From an optimization exercise on the open Yosys and OpenROAD flow, aimed at a short achievable clock period; shortcuts taken in it are not production practice. The RTL of this run was laid out without a check of its function. Power and IR drop assume default switching activity.

<file path="design/flow/run.sh">
#!/bin/bash
# synth_recipe.tcl (not shown) runs the flow's synth.tcl, then flattens the netlist and writes it again
# the make line also repeats each setting of config.mk as NAME=value (left out here)
make -C /OpenROAD-flow-scripts/flow DESIGN_CONFIG=/design/flow/config.mk WORK_HOME=/design/flow/orfs CLKGATE_MAP_FILE= SYNTH_SCRIPT=/design/flow/synth_recipe.tcl finish
</file>
<file path="design/flow/constraint.sdc">
create_clock -name core_clock -period 10.0 [get_ports {clk}]
set_input_delay 2.0000 -clock core_clock [delete_from_list [all_inputs] [get_ports {clk}]]
set_output_delay 2.0000 -clock core_clock [all_outputs]
set_load 0.01 [all_outputs]
</file>
<file path="design/flow/config.mk">
export PLATFORM = sky130hd
export DESIGN_NAME = spiking_neural_network
export DESIGN_NICKNAME = spiking_neural_network
export VERILOG_FILES = /design/flow/design.v
export SDC_FILE = /design/flow/constraint.sdc
export NUM_CORES = 4
export LEC_CHECK = 0
export CAP_MARGIN = 20
export CORE_MARGIN = 2
export CORE_UTILIZATION = 40
export PLACE_DENSITY = 0.6
export SLEW_MARGIN = 20
</file>
<file path="design/flow/design.v">
module lif_neuron #(
    parameter int WIDTH = 16   
) (
    input  logic clk,          
    input  logic rst,          
    input  logic signed [WIDTH-1:0] I_in,   
    input  logic load_params,   
    input  logic [WIDTH-1:0] new_V_threshold,  
    input  logic [WIDTH-1:0] new_leak_factor,  
    input  logic [WIDTH-1:0] new_refr_period,  
    input  logic signed [WIDTH-1:0] new_V_max,  
    input  logic signed [WIDTH-1:0] new_V_min,  
    output logic spike          
);
    logic signed [WIDTH-1:0] V_threshold;
    logic signed [WIDTH-1:0] leak_factor;
    logic signed [WIDTH-1:0] V_max, V_min;
    logic [$clog2(WIDTH):0] refr_period;  
    logic [$clog2(WIDTH):0] refr_count;   
    logic signed [WIDTH-1:0] V_mem;   
    logic signed [WIDTH:0] V_new;     
    localparam signed [WIDTH-1:0] MAX_LIMIT =  (2**(WIDTH-1)) - 1;
    localparam signed [WIDTH-1:0] MIN_LIMIT = -(2**(WIDTH-1));
    always_ff @(posedge clk or posedge rst) begin
        if (rst) begin
            V_mem <= 0;
            spike <= 0;
            refr_count <= 0;
            V_threshold <= 30000;
            leak_factor <= 100;
            refr_period <= 10;
            V_max <= MAX_LIMIT;
            V_min <= MIN_LIMIT;
        end else if (load_params) begin
            logic signed [WIDTH-1:0] temp_V_max, temp_V_min;
            temp_V_max = (new_V_max > MAX_LIMIT) ? MAX_LIMIT : new_V_max;
            temp_V_min = (new_V_min < MIN_LIMIT) ? MIN_LIMIT : new_V_min;
            if (temp_V_max < temp_V_min) begin
                V_max <= temp_V_min + 1;  
                V_min <= temp_V_min;
            end else begin
                V_max <= temp_V_max;
                V_min <= temp_V_min;
            end
            V_threshold <= new_V_threshold;
            leak_factor <= new_leak_factor;
            refr_period <= new_refr_period;
        end else begin
            if (refr_count > 0) begin
                refr_count <= refr_count - 1;
                spike <= 0;
            end else begin
                V_new = V_mem + I_in - leak_factor;
                if (V_new > V_max) begin
                    V_mem <= V_max;
                end else if (V_new < V_min) begin
                    V_mem <= V_min;
                end else begin
                    V_mem <= V_new[WIDTH-1:0];  
                end
                if (V_mem >= V_threshold) begin
                    spike <= 1;
                    V_mem <= 0;  
                    refr_count <= refr_period - 1;  
                end else begin
                    spike <= 0;
                end
            end
        end
    end
endmodule
module spiking_neural_network #(
    parameter int WIDTH = 16,       
    parameter int N_INPUT = 4,      
    parameter int N_OUTPUT = 3      
) (
    input  logic clk, rst,      
    input  logic [N_INPUT*WIDTH-1:0] I_in,  
    input  logic load_params,   
    input  logic [WIDTH-1:0] new_V_threshold, new_leak_factor, new_refr_period,
    input  logic signed [WIDTH-1:0] new_V_max, new_V_min,
    input  logic [N_INPUT*N_OUTPUT*WIDTH-1:0] synapses,  
    output logic [N_OUTPUT-1:0] spike_L2   
);
    logic [N_INPUT-1:0] spike_L1;   
    logic signed [WIDTH+4:0] I_syn [N_OUTPUT];  
    logic signed [WIDTH-1:0] synapse_matrix [N_INPUT][N_OUTPUT];
    always_ff @(posedge clk) begin
        if (load_params) begin
            for (int i = 0; i < N_INPUT; i++) begin
                for (int j = 0; j < N_OUTPUT; j++) begin
                    synapse_matrix[i][j] <= synapses[(i*N_OUTPUT+j)*WIDTH +: WIDTH];
                end
            end
        end
    end
    genvar i;
    generate
        for (i = 0; i < N_INPUT; i++) begin : L1_NEURONS
            lif_neuron #(.WIDTH(WIDTH)) neuron_L1 (
                .clk(clk),
                .rst(rst),
                .I_in(I_in[i*WIDTH +: WIDTH]),
                .load_params(load_params),
                .new_V_threshold(new_V_threshold),
                .new_leak_factor(new_leak_factor),
                .new_refr_period(new_refr_period),
                .new_V_max(new_V_max),
                .new_V_min(new_V_min),
                .spike(spike_L1[i])
            );
        end
    endgenerate
    integer j, k;
    always_ff @(posedge clk or posedge rst) begin
        if (rst) begin
            for (j = 0; j < N_OUTPUT; j = j + 1) begin
                I_syn[j] <= 0;
            end
        end else begin
            for (j = 0; j < N_OUTPUT; j = j + 1) begin
                I_syn[j] <= 0;  
                for (k = 0; k < N_INPUT; k = k + 1) begin
                    if (spike_L1[k]) begin
                        I_syn[j] <= I_syn[j] + signed'(synapse_matrix[k][j]);
                    end
                end
            end
        end
    end
    genvar o;
    generate
        for (o = 0; o < N_OUTPUT; o++) begin : L2_NEURONS
            lif_neuron #(.WIDTH(WIDTH)) neuron_L2 (
                .clk(clk),
                .rst(rst),
                .I_in(I_syn[o][WIDTH-1:0]),  
                .load_params(load_params),
                .new_V_threshold(new_V_threshold),
                .new_leak_factor(new_leak_factor),
                .new_refr_period(new_refr_period),
                .new_V_max(new_V_max),
                .new_V_min(new_V_min),
                .spike(spike_L2[o])
            );
        end
    endgenerate
endmodule
</file>
==> notes.md <==
==> cell families after synthesis <==
family / Yosys count / synth area share (%)
AOI/OAI and AO/OA: 1356 / 20.6
xor gates and xnor gates: 277 / 5.56
adders and majority gates: 790 / 24.8
buffers and inverters: 724 / 6.30
DFF: 463 / 28.8
muxes: 119 / 2.95
and+or+nand+nor: 964 / 10.9
==> final timing paths <==
kind	startpoint	depth (start not counted)	end
min in group asynchronous	rst	2	L1_NEURONS[1].neuron_L1.V_mem[1]$_DFFE_PP0P_
setup / recovery	I_in[49]	22	L1_NEURONS[3].neuron_L1.V_mem[13]$_DFFE_PP0P_
max in group asynchronous	rst	4	L2_NEURONS[1].neuron_L2.refr_count[0]$_DFFE_PP0P_
hold reg to reg	L2_NEURONS[0].neuron_L2.spike$_DFFE_PP0N_	2	L2_NEURONS[0].neuron_L2.spike$_DFFE_PP0N_
setup reg to reg	L2_NEURONS[1].neuron_L2.leak_factor[1]$_DFFE_PP0P_	20	L1_NEURONS[3].neuron_L1.V_mem[13]$_DFFE_PP0P_
hold / removal	L2_NEURONS[0].neuron_L2.spike$_DFFE_PP0N_	2	L2_NEURONS[0].neuron_L2.spike$_DFFE_PP0N_
==> power by group <==
| part | total (mW) | switching, mW | internal, mW |
|---|---|---|---|
| Clock | 2.49 | 0.955 | 1.54 |
| Sequential | 2.95 | 0.521 | 2.43 |
| Combinational | 14.6 | 8.42 | 6.22 |
| Total | 20.1 | 9.90 | 10.2 |
==> layer usage <==
| metal | GRT usage (%) | wire [um] | up-vias |
|---|---|---|---|
| met5 | 0 | 10 | - |
| met4 | 10.5 | 6720 | 2 |
| met1 | 37.7 | 68500 | 18000 |
| met3 | 5.61 | 14200 | 301 |
| li1 | - | - | 17700 |
| met2 | 41.6 | 65300 | 1616 |
==> state kept, by name, summed over array words and instances (netlist names) <==
signal	count
L2_NEURONS.neuron_L2.refr_count	15
I_syn	48
L2_NEURONS.neuron_L2.refr_period	5
L1_NEURONS.neuron_L1.V_max	16
L1_NEURONS.neuron_L1.V_min	16
L1_NEURONS.neuron_L1.refr_count	20
L2_NEURONS.neuron_L2.V_mem	48
L2_NEURONS.neuron_L2.leak_factor	16
L1_NEURONS.neuron_L1.spike	4
L2_NEURONS.neuron_L2.V_threshold	16
L1_NEURONS.neuron_L1.V_mem	64
L2_NEURONS.neuron_L2.spike	3
synapse_matrix	192
==> area by class of cell <==
| type | instances | area (um2) |
|---|---|---|
| clock buffers | 73 | 1610 |
| flip-flops and latches | 463 | 12600 |
| repair buffers | 399 | 3830 |
| multi-input cells | 3506 | 28400 |
| inverters | 604 | 2270 |
| well taps | 1414 | 1770 |
| clock inverters | 38 | 637 |
| fillers | 10200 | 57500 |
| diodes | 2 | 5.00 |
==> per-stage QoR <==
step | util [%] | worst slack (ps)
2_1_floorplan | - | 579
3_3_place_gp | 44.9 | 2080
3_5_place_dp | 45.0 | 2090
4_1_cts | 47.0 | 2730
5_1_grt | 47.0 | 2360
6_report | 47.0 | 2550
==> tightest hold or removal path: cells and delay by family, from the launching register on <==
| family | cells | cell delay, ps |
|---|---|---|
| and+or+nand+nor | 2 | 100 |
| DFF | 1 | 340 |
==> cell usage in the layout, fill, tap and decap left out, drive strengths merged, types with 16 or more instances in the layout <==
| cell | synthesis | layout |
|---|---|---|
| a211oi | 57 | 57 |
| a21o | 166 | 166 |
| a21oi | 346 | 346 |
| a221o | 20 | 20 |
| a221oi | 45 | 45 |
| a22o | 32 | 32 |
| a31oi | 46 | 46 |
| and3 | 27 | 27 |
| buf | 24 | 70 |
| clkbuf | 96 | 73 |
| clkdlybuf4s50 | 0 | 329 |
| clkinv | 3 | 18 |
| dfrtp | 243 | 243 |
| dfstp | 28 | 28 |
| edfxtp | 192 | 192 |
| fa | 124 | 124 |
| ha | 666 | 666 |
| inv | 601 | 604 |
| mux2 | 66 | 66 |
| mux2i | 53 | 53 |
| nand2 | 228 | 228 |
| nand2b | 58 | 58 |
| nand3 | 73 | 73 |
| nand4 | 65 | 65 |
| nor2 | 249 | 249 |
| nor2b | 81 | 81 |
| nor3 | 67 | 67 |
| o211ai | 28 | 28 |
| o21a | 51 | 51 |
| o21ai | 272 | 272 |
| o21bai | 20 | 20 |
| o221ai | 19 | 19 |
| o22ai | 63 | 63 |
| o31ai | 30 | 30 |
| or2 | 16 | 16 |
| or3 | 36 | 36 |
| xnor2 | 188 | 188 |
| xor2 | 89 | 89 |
==> flow_summary.json <==
{
  "status": "finished clean",
  "reg2reg_slack_ps": 3410,
  "yosysMostFrequentCell": "ha_1",
  "vias": 37700,
  "die_area_mm2": 0.112,
  "grt_pass1_vias": 36700,
  "clk_pin_slew_ps": 50,
  "drv_slew": 0,
  "htree_levels": 2,
  "grt_usage_pct": 27.2,
  "fin_worst_skew_ps": 35.1,
  "synthCells": 4693,
  "drcViolationCount": 0,
  "syn_nets": 5822,
  "cp_common_cell": "a21oi_1",
  "root_buffer": "clkbuf_16",
  "timing.hold.ws_ps": 474,
  "critPathRequiredTime_ps": 10590,
  "holdCritPathClass": "reg2reg",
  "arrival_ps": 8030,
  "leakage_nw": 23.7,
  "fin_crit_sh_pct": 74.5,
  "peakVddDrop_mv": 0.217,
  "rsz0062_at_grt": "false",
  "die-height_um": 334,
  "synth.distinct_cells": 95,
  "rows": 121,
  "drv_cap": 0,
  "netlist_top_cells_area": "ha_1 (19%), dfrtp_1 (14%), edfxtp_1 (13%)",
  "synth.avg_cell_area_um2": 9.30,
  "crit_slowest_cell": "nor2_1",
  "portBuffers": 330,
  "die_x_um": 334,
  "area_growth_pct": 17.0,
  "worst_pin_slew_ps": 1180,
  "synth.ff_latch_count": 463,
  "fin_area_mm2": 0.0511,
  "ys_async_sr_fraction_pct": 58.5,
  "cts_setup_buffers": 0,
  "power.total_mw": 20.1,
  "nNetsFinal": 6162,
  "instances_no_fill": 6499,
  "fmax_mhz": 134,
  "startpoint_type": "input pin",
  "cp_cell_sequence": "clkdlybuf4s50_1, inv_1, fa_1, inv_1, ha_1, a21o_1, a21oi_1, nor2b_1, o31a_1, o22a_1, a211o_1, a21oi_1, xnor2_1, ha_1, nand3_1, or4_1, o21ai_0, a21oi_1, o22ai_1, nand2_1, nor2_1, a221o_1",
  "core_mm2": 0.109,
  "crit_fanout": 14,
  "start_util_pct": 40.2,
  "synth_common_cells": "ha_1 (666), inv_1 (601), a21oi_1 (346)",
  "postCtsHoldBufs": 0,
  "path_buf_inv": 3,
  "grt_start_max_net_pins": 121,
  "antenna_found_initial": 3,
  "postRouteWirelength_mm": 155,
  "drt_iter0_drc": 3564,
  "cts.repair.resized": 0,
  "clkLatencyLatePin_ps": 680,
  "firstDrtPassIters": 8,
  "synth_warnings": 6,
  "hold_violations": 0,
  "cts_made_buffers": 59,
  "timing.final.crit_period_ps": 7450,
  "synth_edf_count": 192,
  "drive_above_1_share_pct": 6.45,
  "dp.cells": 6386,
  "setup_viol": 0,
  "globalRouteOverflowTotal": 0,
  "critPathMaxStageDelay_ps": 920,
  "fin_tns_setup_ps": 0,
  "synth_top_flop_cell": "dfrtp_1",
  "clockBufferDepth": 3,
  "slew_headroom_pct": 20.8,
  "synth_top_area_share_pct": 19.1,
  "place_area_mm2": 0.0488,
  "gp_congestion": 0.933,
  "synth_area_leader_cell": "ha_1",
  "final_antenna_net_count": 0,
  "hpwl_mm": 115,
  "cts_tree": "done",
  "critical-path-top-delay-family": "compound AO/OA/AOI/OAI gates",
  "ios": 342,
  "viasPerCell": 5.80,
  "wl_per_cell_um": 23.8,
  "syn_area_mm2": 0.0437,
  "synth_seq_area_share_pct": 28.8,
  "power_density_mw_per_mm2": 393,
  "grt_pass1_wl_mm": 228,
  "path_class": "in2reg",
  "endpoint_kind": "register",
  "cts_sinks": 463
}

afterwards: timing with drivers on the ports:
Ports are ideal in the flow. The routed layout listed here was re-timed in OpenROAD. Step 1 assumes that a clkbuf_16 drives the clock port and a buf_2 every other input. Step 2 moves the port delays by t, midway between the first and last clock arrival at a register: inputs arrive t later, outputs are due t later. That takes back most of the time a late clock gives input paths. Slacks: ideal / step 1 / step 2; pairs: ideal / step 1.
shift t [ns]: 0.742
setup WS [ns]: 2.555 / 2.581 / 1.839
worst hold slack (ns): 0.474 / 0.474 / 0.474
latest minus earliest clock arrival (ns): 0.037 / 0.036
worst slew at a driven data input, ns: 0.17
After both steps this run still meets setup and hold. The setup slack of this run moves by +0.026 ns with the drivers and by -0.716 ns with both steps.
